This is an optimization exercise on Yosys and OpenROAD, whose aim is small area and a short achievable clock period, not a production implementation. Where RTL was checked, it was by simulation tests only, not by an equivalence proof against the original. Power and IR drop assume default switching activity.

Design fpu, start of the top module:
module fpu #(
    parameter WIDTH = 24
)(
    input   logic clk,
    input   wire logic [WIDTH - 1:0] a,
    input   wire logic [WIDTH - 1:0] b,
    input   wire logic [3:0]         opcode,
    output  logic [WIDTH - 1:0] result
);
For scale: roughly 77 I/O pins, roughly 19000 um2 of cells after synthesis.
clock: 8.5 ns
lec_check: 0
cap_margin: 20
core_margin: 2
core_utilization: 40
setup_slack_margin: 5
slew_margin: 20
synth_hierarchical: 1
synth_minimum_keep_size: 0
run.sh (not shown) runs the stock make flow with config.mk's settings and CLKGATE_MAP_FILE= SYNTH_SCRIPT=/design/flow/synth_recipe.tcl, a recipe that flattens the netlist after the stock synthesis.
Then changed:
==> flow/flow/run.sh (new file) <==
#!/bin/bash
# The standard layout, except that the input and output ports are
# buffered with sky130_fd_sc_hd__buf_2 cells (buffer_ports -buffer_cell)
# instead of the default delay-cell buffers. ORFS's own logs are kept
# under orfs/logs; make's output goes to standard.log.
set -euo pipefail
export BUFFER_PORTS_ARGS="-buffer_cell sky130_fd_sc_hd__buf_2"
bash standard.sh > standard.log 2>&1
==> flow/standard.sh (new file) <==
#!/bin/bash
# synth_recipe.tcl (not shown) runs the flow's synth.tcl, then flattens the netlist and writes it again
# the make line also repeats each setting of config.mk as NAME=value (left out here)
make -C /OpenROAD-flow-scripts/flow DESIGN_CONFIG=/design/flow/config.mk WORK_HOME=/design/flow/orfs CLKGATE_MAP_FILE= SYNTH_SCRIPT=/design/flow/synth_recipe.tcl "${@:-finish}"
removed: flow/run.sh
Effect: Power increases by 0.50%; final area decreases by 1.2%; clock skew increases by 13 ps; final cell count decreases by 0.41%; synthesized area is unchanged; utilization decreases by 0.57 points; first-iteration DRC count decreases by 15%; register-to-register slack degrades by 80 ps; worst hold slack degrades by 9.7 ps; worst setup slack degrades by 76 ps; routed wire length hardly moves.
No functional check of the RTL was part of any run of this note.

* * *

Setup of before:
fpu, a different RTL version from the one above (not shown whole).
Size in the first run: roughly 2200 cells after synthesis, about 120 flip-flops, roughly 77 I/O pins, about 18000 sq um of cells after synthesis.
clock: 8.5 ns
lec_check: 0
cap_margin: 20
core_margin: 2
core_utilization: 40
setup_slack_margin: 5
slew_margin: 20
Stock flow here: none of the scripts above is used.
before finished end to end and its layout was clean on timing, DRC and antenna.
For after, these inputs were changed with respect to before:
Settings: SYNTH_MINIMUM_KEEP_SIZE now 0, previously not set; SYNTH_HIERARCHICAL now 1, previously not set.
==> comparison <==
- Run comparison: before capture point of the critical path d2[7]; after capture point of the critical path d2[14]
- In after, the global-route wire length before repair came out 3.8% below the value in before.
- after vs before, portion of the layout cell area used by non-clock buffers went down by 1.6 points.
- The worst hold slack number comes out lower for before vs after.
- Going from before to after, the clock-buffer cell count was found to have gone down by 1.
- The final reports for after and before show number of fill cells in the layout higher in the former.
No run of this note included a check of the RTL's function; only the layout flow was run.

* * *

Another version of the RTL of fpu (not shown whole).
Size: roughly 1,900 cells after synthesis, ~77 I/O pins.
==> flow/config.mk <==
export PLATFORM = sky130hd
export DESIGN_NAME = fpu
export DESIGN_NICKNAME = fpu
export VERILOG_FILES = /design/flow/design.v
export SDC_FILE = /design/flow/constraint.sdc
export NUM_CORES = 4
export LEC_CHECK = 0
export CAP_MARGIN = 20
export CORE_MARGIN = 2
export CORE_UTILIZATION = 40
export CTS_BUF_LIST = sky130_fd_sc_hd__clkbuf_4 sky130_fd_sc_hd__clkbuf_8
export GPL_ROUTABILITY_DRIVEN = 0
export SETUP_SLACK_MARGIN = 5
export SLEW_MARGIN = 20
export SYNTH_HIERARCHICAL = 1
export SYNTH_MINIMUM_KEEP_SIZE = 0
export TNS_END_PERCENT = 10
==> flow/constraint.sdc <==
create_clock -name core_clock -period 8.5 [get_ports {clk}]
set_input_delay 1.7000 -clock core_clock [delete_from_list [all_inputs] [get_ports {clk}]]
set_output_delay 1.7000 -clock core_clock [all_outputs]
set_load 0.01 [all_outputs]
standard.sh (not shown) runs the stock make flow with config.mk's settings and CLKGATE_MAP_FILE= SYNTH_SCRIPT=/design/flow/synth_recipe.tcl, a recipe that flattens the netlist after the stock synthesis.
==> flow/flow/run.sh <==
#!/bin/bash
# The standard layout, except that the input and output ports are
# buffered with sky130_fd_sc_hd__buf_2 cells (buffer_ports -buffer_cell)
# instead of the default delay-cell buffers. ORFS's own logs are kept
# under orfs/logs; make's output goes to standard.log.
set -euo pipefail
export BUFFER_PORTS_ARGS="-buffer_cell sky130_fd_sc_hd__buf_2"
bash standard.sh > standard.log 2>&1
Edit:
- GPL_ROUTABILITY_DRIVEN: 0 -> unset
Outcome:
- final area decreases by 1.1%
- sequential share of layout area is about the same
- die area is unchanged
- setup slack degrades by 0.045 ns
No run of this note included a check of the RTL's function; only the layout flow was run.

* * *

fpu, a different RTL version from the one above (not shown whole).
Size in the first run: ~2,000 cells after synthesis, ~77 I/O pins, roughly 18,000 um2 of cells after synthesis.
==> flow/design.v (excerpt) <==
module fpu #(
    parameter WIDTH = 24
)(
    input   logic clk,
    input   wire logic [WIDTH - 1:0] a,
    input   wire logic [WIDTH - 1:0] b,
    input   wire logic [3:0]         opcode,
    output  logic [WIDTH - 1:0] result
);
clock: 8.5 ns
lec_check: 0
cap_margin: 20
core_margin: 2
core_utilization: 60
place_density: 0.75
setup_slack_margin: 5
slew_margin: 20
synth_hierarchical: 1
synth_minimum_keep_size: 0
run.sh (not shown) runs the stock make flow with config.mk's settings and CLKGATE_MAP_FILE= SYNTH_SCRIPT=/design/flow/synth_recipe.tcl, a recipe that flattens the netlist after the stock synthesis.
Stock flow here: none of the scripts above is used.
The baseline went through all stages and came out clean.
Edit:
--- a/flow/config.mk
+++ b/flow/config.mk
@@ -9,4 +9,3 @@
 export CORE_MARGIN = 2
-export CORE_UTILIZATION = 60
-export PLACE_DENSITY = 0.75
+export CORE_UTILIZATION = 40
 export SETUP_SLACK_MARGIN = 5
Effect: Global-route usage falls by 12 points; utilization falls by 24 points; wire length stays flat; sequential power is about the same; synthesized cell count stays the same; final cell count goes up by a little under a tenth; critical path depth falls by 4; fmax rises by a few percent; cell area goes up slightly; first-iteration DRC count came out lower by a quarter to a third.
Edit:
==> flow/flow/run.sh (new file) <==
#!/bin/bash
# The standard layout, except that the input and output ports are
# buffered with sky130_fd_sc_hd__buf_2 cells (buffer_ports -buffer_cell)
# instead of the default delay-cell buffers. ORFS's own logs are kept
# under orfs/logs; make's output goes to standard.log.
set -euo pipefail
export BUFFER_PORTS_ARGS="-buffer_cell sky130_fd_sc_hd__buf_2"
bash standard.sh > standard.log 2>&1
==> flow/standard.sh (new file) <==
#!/bin/bash
# synth_recipe.tcl (not shown) runs the flow's synth.tcl, then flattens the netlist and writes it again
# the make line also repeats each setting of config.mk as NAME=value (left out here)
make -C /OpenROAD-flow-scripts/flow DESIGN_CONFIG=/design/flow/config.mk WORK_HOME=/design/flow/orfs CLKGATE_MAP_FILE= SYNTH_SCRIPT=/design/flow/synth_recipe.tcl "${@:-finish}"
removed: flow/run.sh
Core utilization fell by 1.5 points.
Sequential share of layout area grows by 0.46 points.
Sequential power stays flat.
Via count went down by 0.47%.
Global-route usage drops by 0.30 points.
No run of this note included a check of the RTL's function; only the layout flow was run.

* * *

fpu, a different RTL version from the one above (not shown whole).
Size: roughly 2,100 cells after synthesis, roughly 77 I/O pins, roughly 19,000 um2 of cells after synthesis.
clock: 8.5 ns
lec_check: 0
cap_margin: 20
core_margin: 2
core_utilization: 40
setup_slack_margin: 4
slew_margin: 20
synth_hierarchical: 1
synth_minimum_keep_size: 0
Stock flow here: none of the scripts above is used.
The starting point went through all stages and came out clean.
Edit:
Settings changed: SETUP_SLACK_MARGIN 4 to 5.
What happened:
- The new run produced a clean layout
- die area is unchanged
- power goes up by a little under a tenth
- final cell count increases by a few percent
- routed wire length rises by roughly a tenth
- sequential cell count stays the same
- synthesized area is unchanged
- global-route usage climbs by 2.3 points
- worst setup slack is better by 0.51 ns
- maximum frequency grows by roughly a tenth
- cell area rises by roughly a tenth
- first-iteration DRC count climbs by about a fifth

* * *

Setup of job 9552:
fpu, a different RTL version from the one above (not shown whole).
Size: ~2000 cells after synthesis, ~0.018 mm² of cells after synthesis.
==> flow/config.mk <==
export PLATFORM = sky130hd
export DESIGN_NAME = fpu
export DESIGN_NICKNAME = fpu
export VERILOG_FILES = /design/flow/design.v
export SDC_FILE = /design/flow/constraint.sdc
export NUM_CORES = 4
export LEC_CHECK = 0
export CAP_MARGIN = 20
export CORE_MARGIN = 2
export CORE_UTILIZATION = 40
export CTS_BUF_LIST = sky130_fd_sc_hd__clkbuf_4 sky130_fd_sc_hd__clkbuf_8
export SETUP_SLACK_MARGIN = 5
export SLEW_MARGIN = 20
export SYNTH_HIERARCHICAL = 1
export SYNTH_MINIMUM_KEEP_SIZE = 0
==> flow/constraint.sdc <==
create_clock -name core_clock -period 8.5 [get_ports {clk}]
set_input_delay 1.7000 -clock core_clock [delete_from_list [all_inputs] [get_ports {clk}]]
set_output_delay 1.7000 -clock core_clock [all_outputs]
set_load 0.01 [all_outputs]
standard.sh (not shown) runs the stock make flow with config.mk's settings and CLKGATE_MAP_FILE= SYNTH_SCRIPT=/design/flow/synth_recipe.tcl, a recipe that flattens the netlist after the stock synthesis.
==> flow/flow/run.sh <==
#!/bin/bash
# The standard layout, except that the input and output ports are
# buffered with sky130_fd_sc_hd__buf_2 cells (buffer_ports -buffer_cell)
# instead of the default delay-cell buffers. ORFS's own logs are kept
# under orfs/logs; make's output goes to standard.log.
set -euo pipefail
export BUFFER_PORTS_ARGS="-buffer_cell sky130_fd_sc_hd__buf_2"
bash standard.sh > standard.log 2>&1
Edits applied to the flow inputs when going from job 9552 to job 3975:
# job 9552
export LEC_CHECK = 0
export CAP_MARGIN = 20
export CORE_MARGIN = 2
export CORE_UTILIZATION = 40
export CTS_BUF_LIST = sky130_fd_sc_hd__clkbuf_4 sky130_fd_sc_hd__clkbuf_8
export SETUP_SLACK_MARGIN = 5
export SLEW_MARGIN = 20
export SYNTH_HIERARCHICAL = 1
export SYNTH_MINIMUM_KEEP_SIZE = 0
create_clock -name core_clock -period 8.5 [get_ports {clk}]
# job 3975
export LEC_CHECK = 0
export CAP_MARGIN = 20
export CORE_MARGIN = 2
export CORE_UTILIZATION = 40
export SETUP_SLACK_MARGIN = 4.7
export SLEW_MARGIN = 20
export SYNTH_HIERARCHICAL = 1
export SYNTH_MINIMUM_KEEP_SIZE = 0
create_clock -name core_clock -period 8.5 [get_ports {clk}]
==> flow/run.sh (new file) <==
#!/bin/bash
# synth_recipe.tcl (not shown) runs the flow's synth.tcl, then flattens the netlist and writes it again
# the make line also repeats each setting of config.mk as NAME=value (left out here)
make -C /OpenROAD-flow-scripts/flow DESIGN_CONFIG=/design/flow/config.mk WORK_HOME=/design/flow/orfs CLKGATE_MAP_FILE= SYNTH_SCRIPT=/design/flow/synth_recipe.tcl finish
removed: flow/flow/run.sh
removed: flow/standard.sh
Results
Between job 9552 and job 3975, the final net count does not differ in any meaningful way.
Worst hold slack (higher): job 9552
Comparing job 3975 and job 9552, the lower area of all placed cells without fillers was measured on job 3975.
Job 3975 vs job 9552: global-route wire length before repair down by a few percent
Job 3975: PASS, flow complete, no timing, DRC or antenna violations
Delta (job 3975 minus job 9552): final critical delay including setup and external delays increased 0.21 ns; fraction of power spent switching nets has decreased.
Job 3975 against job 9552: routed wire length went down 5.1%, total design power moved up.
--- input diff job 3975..job 5541 ---
# job 3975
export LEC_CHECK = 0
export CAP_MARGIN = 20
export CORE_MARGIN = 2
export CORE_UTILIZATION = 40
export SETUP_SLACK_MARGIN = 4.7
export SLEW_MARGIN = 20
export SYNTH_HIERARCHICAL = 1
export SYNTH_MINIMUM_KEEP_SIZE = 0
create_clock -name core_clock -period 8.5 [get_ports {clk}]
# job 5541
export LEC_CHECK = 0
export CAP_MARGIN = 20
export CORE_MARGIN = 2
export CORE_UTILIZATION = 40
export SETUP_SLACK_MARGIN = 5
export SLEW_MARGIN = 20
export SYNTH_HIERARCHICAL = 1
export SYNTH_MINIMUM_KEEP_SIZE = 0
create_clock -name core_clock -period 8.5 [get_ports {clk}]
Notes after the runs:
- Critical path data arrival time: job 5541 vs job 3975 down 0.22 ns
- As far as area of the mapped netlist goes, job 5541 and job 3975 are indistinguishable; the numbers are identical.
- When the final numbers for job 3975 and job 5541 were put side by side, the ratio of final minimum period to clock period turned out to be smaller in job 5541.
- Job 3975 vs job 5541, critical path launch point: b1[2] vs b1[8]
- From job 3975 to job 5541 the numbers moved as follows: share of total power consumed by net switching held, via count went up 63.

[separate check: timing with driven ports]
Ports are ideal in the flow. The routed layouts listed here were re-timed in OpenROAD. Step 1, drivers: a clkbuf_16 drives clk and a buf_2 each remaining input, both assumed. Step 2 times the ports against the registers' clock, not the clock port: input delays grow and output delays shrink by t, the midpoint of the rising clock arrivals with the driver on. Three values: ideal ports, drivers, drivers and shift; two values: the first two.
run	t (ns)	setup WS [ns]	hold WS [ns]
the first run of note 1	0.500	5.049 / 5.049 / 4.700	0.517 / 0.517 / 0.517
the second run of note 1	0.502	4.973 / 4.973 / 4.850	0.507 / 0.507 / 0.507
before	0.506	3.667 / 3.667 / 3.667	0.500 / 0.500 / 0.500
after	0.521	3.428 / 3.428 / 3.428	0.577 / 0.577 / 0.577
the first run of note 3	0.530	4.959 / 4.959 / 4.892	0.585 / 0.585 / 0.585
the second run of note 3	0.553	4.914 / 4.914 / 4.914	0.579 / 0.579 / 0.579
the first run of note 4	0.502	4.756 / 4.756 / 4.604	0.606 / 0.606 / 0.606
the second run of note 4	0.524	4.989 / 4.989 / 4.627	0.641 / 0.641 / 0.641
the third run of note 4	0.510	4.938 / 4.938 / 4.690	0.591 / 0.591 / 0.591
the first run of note 5	0.537	4.040 / 4.040 / 3.984	0.529 / 0.529 / 0.529
the second run of note 5	0.542	4.552 / 4.552 / 4.552	0.515 / 0.515 / 0.515
job 9552	0.560	4.982 / 4.982 / 4.845	0.551 / 0.551 / 0.551
job 3975	0.522	4.769 / 4.769 / 4.548	0.543 / 0.543 / 0.543
job 5541	0.514	4.971 / 4.971 / 4.554	0.543 / 0.543 / 0.543
After both steps setup and hold are still met in every run listed. The setup slack of job 5541, which loses most, moves by 0.000 ns with the drivers and by -0.417 ns with both steps.
